What follows belongs to an exercise in optimizing a design on an open flow for small area; a production flow would make more cautious choices.
Function was checked by simulation only, so behaviour that the tests miss may differ from the original.

Setup of north:
## inverter_5level_top
module inverter_5level_top #(
    parameter DATA_WIDTH = 16,
    parameter PHASE_WIDTH = 32,
    parameter DEADTIME_WIDTH = 8,
    parameter CARRIER_DIV_WIDTH = 16
)(
    input  wire                         clk,
    input  wire                         rst_n,
    input  wire                         enable,
    input  wire [PHASE_WIDTH-1:0]       freq_50hz,
    input  wire [DATA_WIDTH-1:0]        modulation_index,
    input  wire [DEADTIME_WIDTH-1:0]    deadtime_cycles,
    input  wire [CARRIER_DIV_WIDTH-1:0] carrier_freq_div,
    output wire                         pwm1_ch1_high,
    output wire                         pwm1_ch1_low,
    output wire                         pwm1_ch2_high,
    output wire                         pwm1_ch2_low,
    output wire                         pwm2_ch1_high,
    output wire                         pwm2_ch1_low,
    output wire                         pwm2_ch2_high,
    output wire                         pwm2_ch2_low,
    output wire                         sync_pulse,
    output wire                         fault
);
    wire [15:0] cu;
    wire        cmp1, cmp2;
    carrier_generator carrier_gen (
        .clk        (clk),
        .rst_n      (rst_n),
        .enable     (enable),
        .freq_div   (carrier_freq_div),
        .cu         (cu),
        .sync_pulse (sync_pulse)
    );
    sine_generator sine_gen (
        .clk              (clk),
        .rst_n            (rst_n),
        .enable           (enable),
        .freq_increment   (freq_50hz),
        .modulation_index (modulation_index),
        .cu               (cu),
        .cmp1             (cmp1),
        .cmp2             (cmp2)
    );
    wire h1, l1, h2, l2;
  ...
For scale: roughly 1300 cells after synthesis, about 76 flip-flops, ~85 I/O pins, about 0.011 mm^2 of cells after synthesis.
export LEC_CHECK = 0
export CAP_MARGIN = 20
export CORE_MARGIN = 2
export CORE_UTILIZATION = 40
export CTS_BUF_LIST = sky130_fd_sc_hd__clkbuf_8
export SLEW_MARGIN = 20
create_clock -name core_clock -period 10.0 [get_ports {clk}]
standard.sh (not shown) runs the stock make flow with config.mk's settings and CLKGATE_MAP_FILE= SYNTH_SCRIPT=/design/flow/synth_recipe.tcl, a recipe that flattens the netlist after the stock synthesis.
==> flow/flow/run.sh <==
#!/bin/bash
# Own layout flow: the standard flow (standard.sh) with two changes:
#  - synthesis maps logic with an area-oriented ABC script (flow/abc_area.script)
#    instead of ORFS's speed script; registers are mapped as before (dfflibmap
#    runs before ABC), so their names and cells match the standard synthesis;
#  - port buffers are sky130_fd_sc_hd__buf_1 (every port still gets one).
# Each tool's output is in orfs/logs/...; make's own output goes to flow_make.log.
set -euo pipefail
here=$(pwd)
rm -rf "$here/scripts_area"
cp -r "$FLOW_HOME/scripts" "$here/scripts_area"
cp "$here/flow/abc_area.script" "$here/scripts_area/abc_area.script"
bash standard.sh \
  SCRIPTS_DIR="$here/scripts_area" \
  ABC_AREA=1 \
  BUFFER_PORTS_ARGS="-buffer_cell sky130_fd_sc_hd__buf_1" \
  finish > "$here/flow_make.log" 2>&1
==> flow/flow/abc_area.script <==
strash
&get -n
&deepsyn -T 60
&put
dch
map -a
topo
stime -c
Input changes introduced in south (baseline for comparison: north):
Settings: putting GPL_TIMING_DRIVEN at 0 where nothing was set.
[summary]
Summary of the comparison: minimum clock period is higher in south, relative to north. On filler cell count: south sits above north. Summary of south over north: tightest slew margin relative to the limit shows a reduction of 4.3 points.

* * *

Setup of before:
Another version of the RTL of inverter_5level_top (not shown whole).
Size: ~1,200 cells after synthesis, roughly 76 flip-flops, about 85 I/O pins, roughly 10,000 um2 of cells after synthesis.
clock: 10.0 ns
lec_check: 0
cap_margin: 20
core_margin: 2
core_utilization: 40
cts_buf_list: sky130_fd_sc_hd__clkbuf_8
gpl_timing_driven: 0
slew_margin: 20
==> flow/flow/run.sh <==
#!/bin/bash
# Own layout flow: the standard flow (standard.sh) with these changes:
#  - synthesis maps logic with an area-oriented ABC script (flow/abc_area.script)
#    instead of ORFS's speed script; registers are mapped as before (dfflibmap
#    runs before ABC), so their names and cells match the standard synthesis;
#  - Yosys's synth runs without its internal ABC pass (SYNTH_ARGS=-noabc), so
#    the adders written in the RTL reach extract_fa as written;
#  - port buffers are sky130_fd_sc_hd__buf_1 (every port still gets one).
# Each tool's output is in orfs/logs/...; make's own output goes to flow_make.log.
set -euo pipefail
here=$(pwd)
rm -rf "$here/scripts_area"
cp -r "$FLOW_HOME/scripts" "$here/scripts_area"
cp "$here/flow/abc_area.script" "$here/scripts_area/abc_area.script"
bash standard.sh \
  SCRIPTS_DIR="$here/scripts_area" \
  ABC_AREA=1 \
  SYNTH_ARGS=-noabc \
  BUFFER_PORTS_ARGS="-buffer_cell sky130_fd_sc_hd__buf_1" \
  finish > "$here/flow_make.log" 2>&1
==> flow/flow/abc_area.script <==
strash
&get -n
&deepsyn -T 60
&b
&put
dch
map -a
topo
stime -c
For after, these inputs were changed with respect to before:
==> flow/flow/abc_area.script <==
strash
&get -n
&deepsyn -T 60
&put
dch
map -a
topo
stime -c
### Flow results
~same die extent in x in before and after
Relative to before, after improves shortest clock period the worst path allows after layout.
after: fraction of area in multi-input gates 0.99 points below before
Re global routing met3 resource utilization: before was higher than after.
Going from before to after, share of the synthesized netlist area taken by xor and xnor gates shrinks by 0.17 points.
Measured against each other, before and after differ in combined global-route utilization of all metal layers, the higher figure coming from after.

[static timing again, ports no longer ideal]
How much do the figures lean on ideal ports? The routed layouts below were timed once more, with nothing changed but the port constraints. Step 1 (the two cells are an assumption about what drives the block):
set clk [get_ports {clk}]
set_driving_cell -lib_cell sky130_fd_sc_hd__clkbuf_16 $clk
set_driving_cell -lib_cell sky130_fd_sc_hd__buf_2 [delete_from_list [all_inputs] $clk]
Step 2 moves the port delays by t, midway between the first and last clock arrival at a register: inputs arrive t later, outputs are due t later. That takes back most of the time a late clock gives input paths. Three values: no drivers, after step 1, after step 2; two values: the first two.
run	shift t [ns]	setup slack, ns	worst hold slack (ns)	slew at the worst register clock pin (ns)	worst slew at a driven data input, ns
north	0.378	0.792 / 0.799 / 0.422	0.443 / 0.443 / 0.443	0.08 / 0.08	0.06
south	0.370	0.621 / 0.630 / 0.259	0.432 / 0.432 / 0.432	0.08 / 0.08	0.07
before	0.378	0.478 / 0.486 / 0.108	0.432 / 0.432 / 0.432	0.08 / 0.08	0.06
after	0.388	0.482 / 0.482 / 0.153	0.460 / 0.460 / 0.460	0.09 / 0.09	0.07
After both steps every run listed still meets setup and hold.
